Background: an optimization exercise with open tools, aiming at small area and a short achievable clock period. Do not read the settings as production practice.
RTL that was checked went through simulation tests only; none was proved equivalent to the original.
Power figures rest on the tool's default switching activity, not on a simulated workload.

==> flow/design.v <==
module float_adder(
    input   clk,
    input   rst,
    input   [31:0]  x,
    input   [31:0]  y,
    output  [31:0]  z,
    output  [1:0]   overflow  
);
    reg [2:0] cnt;
    always @(posedge clk or negedge rst) begin
        if (!rst)
            cnt <= 3'd0;
        else if (cnt != 3'd7)
            cnt <= cnt + 3'd1;
    end
    wire [7:0] ex = x[30:23], ey = y[30:23];
    wire [22:0] mx = x[22:0], my = y[22:0];
    wire [8:0] d = {1'b0, ex} - {1'b0, ey};
    wire x_gt = x[30:0] > y[30:0];       
    wire zx = (x[30:0] == 31'd0);
    wire zy = (y[30:0] == 31'd0);
    wire hx = ~zx;           
    wire hy = ~zy | zx;      
    reg [22:0] i_bm;         
    reg [7:0]  i_be;         
    reg        i_bs;         
    reg [23:0] i_sml;        
    reg [8:0]  i_d;          
    reg        i_sub, i_xb;
    always @(posedge clk) begin
        i_bm  <= x_gt ? mx : my;
        i_be  <= x_gt ? ex : ey;
        i_bs  <= x_gt ? x[31] : y[31];
        i_sml <= x_gt ? {hy, my} : {hx, mx};
        i_d   <= d;
        i_sub <= x[31] ^ y[31];
        i_xb  <= x_gt;
    end
    wire neg = i_d[8];
    wire sub = i_sub;
    wire [23:0] s_sml = neg ? {1'b0, i_sml[23:1]} : i_sml;
    wire [4:0]  sh    = i_d[4:0] ^ {5{neg}};
    wire        far   = neg ? (i_d[7:5] != 3'b111) : (i_d[7:5] != 3'b000);
    wire [23:0] s_al  = far ? 24'd0 : (s_sml >> sh);
    wire [22:0] m_big = i_bm;
    wire [7:0]  e_big = i_be;
    wire spec = (i_be == 8'd255);
    wire nan  = spec && (i_bm != 23'd0);
    wire ones = nan || (spec && (i_d[7:0] == 8'd0) && sub);
    wire sx   = i_xb ? i_bs : (i_bs ^ sub);
    wire sgn = spec ? (sx | nan) : i_bs;
    reg [22:0] a_big;
    reg [23:0] a_sml;
    reg [7:0]  a_e;
    reg a_sgn, a_sub, a_spec, a_ones;
    always @(posedge clk) begin
        a_big  <= m_big;
        a_sml  <= s_al ^ {24{sub}};
        a_e    <= e_big;
        a_sgn  <= sgn;
        a_sub  <= sub;
        a_spec <= spec;
        a_ones <= ones;
    end
    wire [25:0] s_res = {2'b01, a_big, 1'b1} + {a_sub, a_sml, a_sub};
    wire [24:0] sum = {s_res[25] & ~a_sub, s_res[24:1]};
    reg [24:0] m_sum;
    reg [7:0]  m_ep1;        
    reg m_sgn, m_spec, m_ones;
    always @(posedge clk) begin
        m_sum  <= sum;
        m_ep1  <= a_e + 8'd1;
        m_sgn  <= a_sgn;
        m_spec <= a_spec;
        m_ones <= a_ones;
    end
    wire e0 = (m_ep1 == 8'd1);
    wire [24:0] lzin = {m_sum[24], m_sum[23] | e0, m_sum[22:0]};
    reg [4:0] k;
    integer i;
    always @(*) begin
        k = 5'd0;
        for (i = 0; i < 25; i = i + 1)
            if (lzin[i]) k = 5'd24 - i[4:0];
    end
    wire [23:0] crs  = m_sum[23:0] << {k[4:3], 3'b000};
    wire zero = (m_sum == 25'd0);
    wire ovf  = m_sum[24] && (m_ep1 == 8'd255);
    reg [23:0] n_m;
    reg [4:0]  n_k;
    reg [7:0]  n_ep1;
    reg        n_ones, n_clr, n_e255, n_e0;
        always @(posedge clk) begin
        n_m    <= crs;
        n_k    <= k;
        n_ep1  <= m_ep1;
        n_ones <= m_spec & m_ones;
        n_clr  <= m_spec | ovf;
        n_e255 <= m_spec | ovf;
        n_e0   <= zero & ~m_spec;
    end
    reg        z_s;
    reg [1:0]  z_ov;
    always @(posedge clk) begin
        if (cnt == 3'd3) begin
            z_s    <= (zero & ~m_spec) ? 1'b0 : m_sgn;
            z_ov   <= m_spec ? 2'b11 : {1'b0, ovf};
        end
    end
    wire [23:0] fin = n_m << n_k[2:0];
    reg [22:0] z_m;
    reg [7:0]  z_e;
    always @(posedge clk) begin
        if (cnt == 3'd4) begin
        z_m <= n_ones ? {23{1'b1}} : (n_clr ? 23'd0 : fin[23:1]);
        z_e <= n_e255 ? 8'd255 : (n_e0 ? 8'd0 : n_ep1 - {3'd0, n_k});
        end
    end
    assign z = {z_s, z_e, z_m};
    assign overflow = z_ov;
endmodule
export LEC_CHECK = 0
export ABC_AREA = 1
export CAP_MARGIN = 10
export CORE_MARGIN = 2
export CORE_UTILIZATION = 50
export SETUP_SLACK_MARGIN = 2.6
export SLEW_MARGIN = 10
create_clock -name core_clock -period 5.0 [get_ports {clk}]
standard.sh (not shown) runs the stock make flow with config.mk's settings and CLKGATE_MAP_FILE= SYNTH_SCRIPT=/design/flow/synth_recipe.tcl, a recipe that flattens the netlist after the stock synthesis.
==> flow/flow/run.sh <==
#!/bin/bash
# Standard layout (standard.sh), with port buffers made from a plain buffer
# cell and clock tree synthesis without dummy loads.
set -euo pipefail
export BUFFER_PORTS_ARGS="-buffer_cell sky130_fd_sc_hd__buf_1"
export CTS_ARGS="-sink_clustering_enable -repair_clock_nets -dont_use_dummy_load -buf_list sky130_fd_sc_hd__clkbuf_16 -sink_clustering_size 24 -sink_clustering_max_diameter 120"
bash standard.sh > standard.log 2>&1
Rerun with:
--- a/flow/design.v
+++ b/flow/design.v
@@ -14,40 +14,36 @@
             cnt <= cnt + 3'd1;
     end
-    wire [7:0] ex = x[30:23], ey = y[30:23];
-    wire [22:0] mx = x[22:0], my = y[22:0];
-    wire [8:0] d = {1'b0, ex} - {1'b0, ey};
+    wire [8:0] d = {1'b0, x[30:23]} - {1'b0, y[30:23]};
     wire x_gt = x[30:0] > y[30:0];       
     wire zx = (x[30:0] == 31'd0);
     wire zy = (y[30:0] == 31'd0);
-    wire hx = ~zx;           
-    wire hy = ~zy | zx;      
-    reg [22:0] i_bm;         
-    reg [7:0]  i_be;         
-    reg        i_bs;         
-    reg [23:0] i_sml;        
-    reg [8:0]  i_d;          
-    reg        i_sub, i_xb;
+    reg [31:0] xr, yr;
+    reg [8:0]  i_d;
+    reg        i_xb, i_hx, i_hy;
     always @(posedge clk) begin
-        i_bm  <= x_gt ? mx : my;
-        i_be  <= x_gt ? ex : ey;
-        i_bs  <= x_gt ? x[31] : y[31];
-        i_sml <= x_gt ? {hy, my} : {hx, mx};
-        i_d   <= d;
-        i_sub <= x[31] ^ y[31];
-        i_xb  <= x_gt;
+        i_hx <= ~zx;             
+        i_hy <= ~zy | zx;        
+        xr   <= x;
+        yr   <= y;
+        i_d  <= d;
+        i_xb <= x_gt;
     end
-    wire neg = i_d[8];
-    wire sub = i_sub;
-    wire [23:0] s_sml = neg ? {1'b0, i_sml[23:1]} : i_sml;
+    wire [7:0] ex = xr[30:23], ey = yr[30:23];
+    wire [22:0] mx = xr[22:0], my = yr[22:0];
+    wire sx = xr[31], sy = yr[31];
+    wire sub = sx ^ sy;
+    wire neg = i_d[8];                   
+    wire hx = i_hx, hy = i_hy;
+    wire [23:0] s_sml = i_xb ? {hy, my} : (neg ? {1'b0, hx, mx[22:1]} : {hx, mx});
     wire [4:0]  sh    = i_d[4:0] ^ {5{neg}};
     wire        far   = neg ? (i_d[7:5] != 3'b111) : (i_d[7:5] != 3'b000);
     wire [23:0] s_al  = far ? 24'd0 : (s_sml >> sh);
-    wire [22:0] m_big = i_bm;
-    wire [7:0]  e_big = i_be;
-    wire spec = (i_be == 8'd255);
-    wire nan  = spec && (i_bm != 23'd0);
-    wire ones = nan || (spec && (i_d[7:0] == 8'd0) && sub);
-    wire sx   = i_xb ? i_bs : (i_bs ^ sub);
-    wire sgn = spec ? (sx | nan) : i_bs;
+    wire [22:0] m_big = i_xb ? mx : my;         
+    wire [7:0]  e_big = i_xb ? ex : ey;
+    wire ex1 = (ex == 8'd255), ey1 = (ey == 8'd255);
+    wire nan  = (ex1 && (mx != 23'd0)) || (ey1 && (my != 23'd0));
+    wire spec = ex1 || ey1;
+    wire ones = nan || (ex1 && ey1 && sub);
+    wire sgn = spec ? (sx | nan) : (i_xb ? sx : sy);
     reg [22:0] a_big;
     reg [23:0] a_sml;
- total power grows by 1.4%
- setup slack is better by 190 ps
- final area shrinks by 0.96%
- critical path depth shrinks by 4
- clock-buffer cell count grows by 1
- core utilization shrinks by 0.56 points
- global-route usage grows by 0.17 points
- cell count grows by 1.5%
- wire length grows by 2.1%
- clock power grows by about 5%
- synthesized cell count grows by 1.5%
Function not checked in the first run of this note: the RTL went through the layout flow alone.

========
== the previous run ==
Another version of the RTL of float_adder (not shown whole).
For scale: roughly 1200 cells after synthesis, roughly 250 flip-flops, about 100 I/O pins, roughly 12000 um^2 of cells after synthesis.
## float_adder
module float_adder(
    input   clk,
    input   rst,
    input   [31:0]  x,
    input   [31:0]  y,
    output  [31:0]  z,
    output  [1:0]   overflow  
);
    reg [1:0] cnt;
    always @(posedge clk or negedge rst) begin
        if (!rst)
            cnt <= 2'd0;
        else if (cnt != 2'd3)
            cnt <= cnt + 2'd1;
    end
    wire [8:0] d = {1'b0, x[30:23]} - {1'b0, y[30:23]};
    wire x_gt = x[30:0] > y[30:0];       
    reg [31:0] xr, yr;
    reg [8:0]  i_d;
    reg        i_xb;
    always @(posedge clk) begin
        xr   <= x;
        yr   <= y;
        i_d  <= d;
        i_xb <= x_gt;
    end
    wire [7:0] ex = xr[30:23], ey = yr[30:23];
    wire [22:0] mx = xr[22:0], my = yr[22:0];
    wire sx = xr[31], sy = yr[31];
    wire sub = sx ^ sy;
    wire neg = i_d[8];                   
    wire zx = (xr[30:0] == 31'd0);
    wire zy = (yr[30:0] == 31'd0);
    wire hx = ~zx;           
    wire hy = ~zy | zx;      
  ...
==> module float_adder, before the edit <==
module float_adder(
    input   clk,
    input   rst,
    input   [31:0]  x,
    input   [31:0]  y,
    output  [31:0]  z,
    output  [1:0]   overflow  
);
    reg [1:0] cnt;
    always @(posedge clk or negedge rst) begin
        if (!rst)
            cnt <= 2'd0;
        else if (cnt != 2'd3)
            cnt <= cnt + 2'd1;
    end
    wire [8:0] d = {1'b0, x[30:23]} - {1'b0, y[30:23]};
    wire x_gt = x[30:0] > y[30:0];       
    reg [31:0] xr, yr;
    reg [8:0]  i_d;
    reg        i_xb;
    always @(posedge clk) begin
        xr   <= x;
        yr   <= y;
        i_d  <= d;
        i_xb <= x_gt;
    end
    wire [7:0] ex = xr[30:23], ey = yr[30:23];
    wire [22:0] mx = xr[22:0], my = yr[22:0];
    wire sx = xr[31], sy = yr[31];
    wire sub = sx ^ sy;
    wire neg = i_d[8];                   
    wire zx = (xr[30:0] == 31'd0);
    wire zy = (yr[30:0] == 31'd0);
    wire hx = ~zx;           
    wire hy = ~zy | zx;      
    wire [23:0] s_sml = i_xb ? {hy, my} : (neg ? {1'b0, hx, mx[22:1]} : {hx, mx});
    wire [4:0]  sh    = i_d[4:0] ^ {5{neg}};
    wire        far   = neg ? (i_d[7:5] != 3'b111) : (i_d[7:5] != 3'b000);
    wire [23:0] s_al  = far ? 24'd0 : (s_sml >> sh);
    wire [22:0] m_big = i_xb ? mx : my;         
    wire [7:0]  e_big = i_xb ? ex : ey;
    wire ex1 = (ex == 8'd255), ey1 = (ey == 8'd255);
    wire nan  = (ex1 && (mx != 23'd0)) || (ey1 && (my != 23'd0));
    wire spec = ex1 || ey1;
    wire ones = nan || (ex1 && ey1 && sub);
    wire sgn = spec ? (sx | nan) : (i_xb ? sx : sy);
    reg [22:0] a_big;
    reg [23:0] a_sml;
    reg [7:0]  a_e;
    reg a_sgn, a_sub, a_spec, a_ones;
    always @(posedge clk) begin
        a_big  <= m_big;
        a_sml  <= s_al ^ {24{sub}};
        a_e    <= e_big;
        a_sgn  <= sgn;
        a_sub  <= sub;
        a_spec <= spec;
        a_ones <= ones;
    end
    wire [25:0] s_res = {2'b01, a_big, 1'b1} + {a_sub, a_sml, a_sub};
    wire [24:0] sum = {s_res[25] & ~a_sub, s_res[24:1]};
    reg [24:0] m_sum;
    reg [7:0]  m_ep1;        
    reg m_sgn, m_spec, m_ones;
    always @(posedge clk) begin
        if (cnt == 2'd2) begin
            m_sum  <= sum;
            m_ep1  <= a_e + 8'd1;
            m_sgn  <= a_sgn;
            m_spec <= a_spec;
            m_ones <= a_ones;
        end
    end
    wire e0 = (m_ep1 == 8'd1);
    wire [24:0] lzin = {m_sum[24], m_sum[23] | e0, m_sum[22:0]};
    reg [4:0] k;
    integer i;
    always @(*) begin
        k = 5'd0;
        for (i = 0; i < 25; i = i + 1)
            if (lzin[i]) k = 5'd24 - i[4:0];
    end
    wire [23:0] crs  = m_sum[23:0] << {k[4:3], 3'b000};
    wire zero = (m_sum == 25'd0);
    wire ovf  = m_sum[24] && (m_ep1 == 8'd255);
    reg [23:0] n_m;
    reg [4:0]  n_k;
    reg [7:0]  n_ep1;
    reg        n_ones, n_clr, n_e255, n_e0;
    reg        n_s;
    reg [1:0]  n_ov;
    always @(posedge clk) begin
        n_m    <= crs;
        n_k    <= k;
        n_ep1  <= m_ep1;
        n_ones <= m_spec & m_ones;
        n_clr  <= m_spec | ovf;
        n_e255 <= m_spec | ovf;
        n_e0   <= zero & ~m_spec;
        n_s    <= (zero & ~m_spec) ? 1'b0 : m_sgn;
        n_ov   <= m_spec ? 2'b11 : {1'b0, ovf};
    end
    wire [23:0] fin = n_m << n_k[2:0];
    reg [22:0] z_m;
    reg [7:0]  z_e;
    always @(posedge clk) begin
        z_m <= n_ones ? {23{1'b1}} : (n_clr ? 23'd0 : fin[23:1]);
        z_e <= n_e255 ? 8'd255 : (n_e0 ? 8'd0 : n_ep1 - {3'd0, n_k});
    end
    assign z = {n_s, z_e, z_m};
    assign overflow = n_ov;
endmodule
make LEC_CHECK=0 CAP_MARGIN=20 CORE_MARGIN=2 CORE_UTILIZATION=40 SETUP_SLACK_MARGIN=2.5 SLEW_MARGIN=20 finish   # period 5.0 ns
run.sh (not shown) runs the stock make flow with config.mk's settings and CLKGATE_MAP_FILE= SYNTH_SCRIPT=/design/flow/synth_recipe.tcl, a recipe that flattens the netlist after the stock synthesis.
Stock flow here: none of the scripts above is used.
Inputs modified between the previous run and the current run:
diff --git a/flow/design.v b/flow/design.v
--- a/flow/design.v
+++ b/flow/design.v
@@ -6,19 +6,23 @@
     output  [31:0]  z,
     output  [1:0]   overflow  
 );
-    reg [1:0] cnt;
+    reg [2:0] cnt;
     always @(posedge clk or negedge rst) begin
         if (!rst)
-            cnt <= 2'd0;
-        else if (cnt != 2'd3)
-            cnt <= cnt + 2'd1;
+            cnt <= 3'd0;
+        else if (cnt != 3'd7)
+            cnt <= cnt + 3'd1;
     end
     wire [8:0] d = {1'b0, x[30:23]} - {1'b0, y[30:23]};
     wire x_gt = x[30:0] > y[30:0];       
+    wire zx = (x[30:0] == 31'd0);
+    wire zy = (y[30:0] == 31'd0);
     reg [31:0] xr, yr;
     reg [8:0]  i_d;
-    reg        i_xb;
+    reg        i_xb, i_hx, i_hy;
     always @(posedge clk) begin
+        i_hx <= ~zx;             
+        i_hy <= ~zy | zx;        
         xr   <= x;
         yr   <= y;
         i_d  <= d;
@@ -29,10 +33,7 @@
     wire sx = xr[31], sy = yr[31];
     wire sub = sx ^ sy;
     wire neg = i_d[8];                   
-    wire zx = (xr[30:0] == 31'd0);
-    wire zy = (yr[30:0] == 31'd0);
-    wire hx = ~zx;           
-    wire hy = ~zy | zx;      
+    wire hx = i_hx, hy = i_hy;
     wire [23:0] s_sml = i_xb ? {hy, my} : (neg ? {1'b0, hx, mx[22:1]} : {hx, mx});
     wire [4:0]  sh    = i_d[4:0] ^ {5{neg}};
     wire        far   = neg ? (i_d[7:5] != 3'b111) : (i_d[7:5] != 3'b000);
@@ -63,13 +64,11 @@
     reg [7:0]  m_ep1;        
     reg m_sgn, m_spec, m_ones;
     always @(posedge clk) begin
-        if (cnt == 2'd2) begin
-            m_sum  <= sum;
-            m_ep1  <= a_e + 8'd1;
-            m_sgn  <= a_sgn;
-            m_spec <= a_spec;
-            m_ones <= a_ones;
-        end
+        m_sum  <= sum;
+        m_ep1  <= a_e + 8'd1;
+        m_sgn  <= a_sgn;
+        m_spec <= a_spec;
+        m_ones <= a_ones;
     end
     wire e0 = (m_ep1 == 8'd1);
     wire [24:0] lzin = {m_sum[24], m_sum[23] | e0, m_sum[22:0]};
@@ -87,9 +86,7 @@
     reg [4:0]  n_k;
     reg [7:0]  n_ep1;
     reg        n_ones, n_clr, n_e255, n_e0;
-    reg        n_s;
-    reg [1:0]  n_ov;
-    always @(posedge clk) begin
+        always @(posedge clk) begin
         n_m    <= crs;
         n_k    <= k;
         n_ep1  <= m_ep1;
@@ -97,16 +94,24 @@
         n_clr  <= m_spec | ovf;
         n_e255 <= m_spec | ovf;
         n_e0   <= zero & ~m_spec;
-        n_s    <= (zero & ~m_spec) ? 1'b0 : m_sgn;
-        n_ov   <= m_spec ? 2'b11 : {1'b0, ovf};
+    end
+    reg        z_s;
+    reg [1:0]  z_ov;
+    always @(posedge clk) begin
+        if (cnt == 3'd3) begin
+            z_s    <= (zero & ~m_spec) ? 1'b0 : m_sgn;
+            z_ov   <= m_spec ? 2'b11 : {1'b0, ovf};
+        end
     end
     wire [23:0] fin = n_m << n_k[2:0];
     reg [22:0] z_m;
     reg [7:0]  z_e;
     always @(posedge clk) begin
+        if (cnt == 3'd4) begin
         z_m <= n_ones ? {23{1'b1}} : (n_clr ? 23'd0 : fin[23:1]);
         z_e <= n_e255 ? 8'd255 : (n_e0 ? 8'd0 : n_ep1 - {3'd0, n_k});
+        end
     end
-    assign z = {n_s, z_e, z_m};
-    assign overflow = n_ov;
+    assign z = {z_s, z_e, z_m};
+    assign overflow = z_ov;
 endmodule
--- outcome ---
Compared with the previous run, the current run shows a relative contribution of combinational cells to total power that is 11 points higher. Taking the previous run as the reference point, the cell area of the current run rises by 4.3%. The current run closes out successfully: all stages finished, all timing, DRC and antenna checks passed. Count of clock-buffer cells in the layout for the current run is higher than for the previous run. The current run vs. the previous run: maximum resistive drop on vdd now sits lower; filler-free cell count of the finished design now sits higher. The current run vs the previous run, first element of the critical path: i_d[8] vs a_sml[6]. The current run against the previous run; detailed placement HPWL is up by more than a quarter. In the current run the post-synthesis cell type count turned out 21 higher than in the previous run. Re clock power share: the current run is 7.7 points down on the previous run.
Function not checked in the previous run: the RTL went through the layout flow alone.

-- separate check: timing with driven ports --
No port has a modelled driver above. Below, the same layouts with a new extraction and two added sets of constraints. Step 1 sets driving cells, clkbuf_16 on the clock port and buf_2 on the other inputs (assumed; they add their load-dependent delay and slew). Step 2, shift: input delay + t, output delay - t, t = (earliest + latest rising clock arrival at the registers) / 2. This alone moves slack from input paths to output paths. Slacks: no drivers / after step 1 / after step 2; pairs: no drivers / after step 1.
| run | t (ns) | setup slack, ns | clock arrival spread, ns | cell pins on the clock port's net |
|---|---|---|---|---|
| the first run of note 1 | 0.520 | 2.491 / 2.510 / 1.990 | 0.036 / 0.036 | 1 |
| the second run of note 1 | 0.515 | 2.681 / 2.681 / 2.236 | 0.034 / 0.034 | 1 |
| the previous run | 0.576 | 2.299 / 2.299 / 2.013 | 0.020 / 0.020 | 1 |
| the current run | 0.577 | 2.496 / 2.496 / 2.064 | 0.015 / 0.015 | 1 |
After both steps every run listed still meets setup and hold. The setup slack of the first run of note 1, which loses most, moves by +0.019 ns with the drivers and by -0.501 ns with both steps.
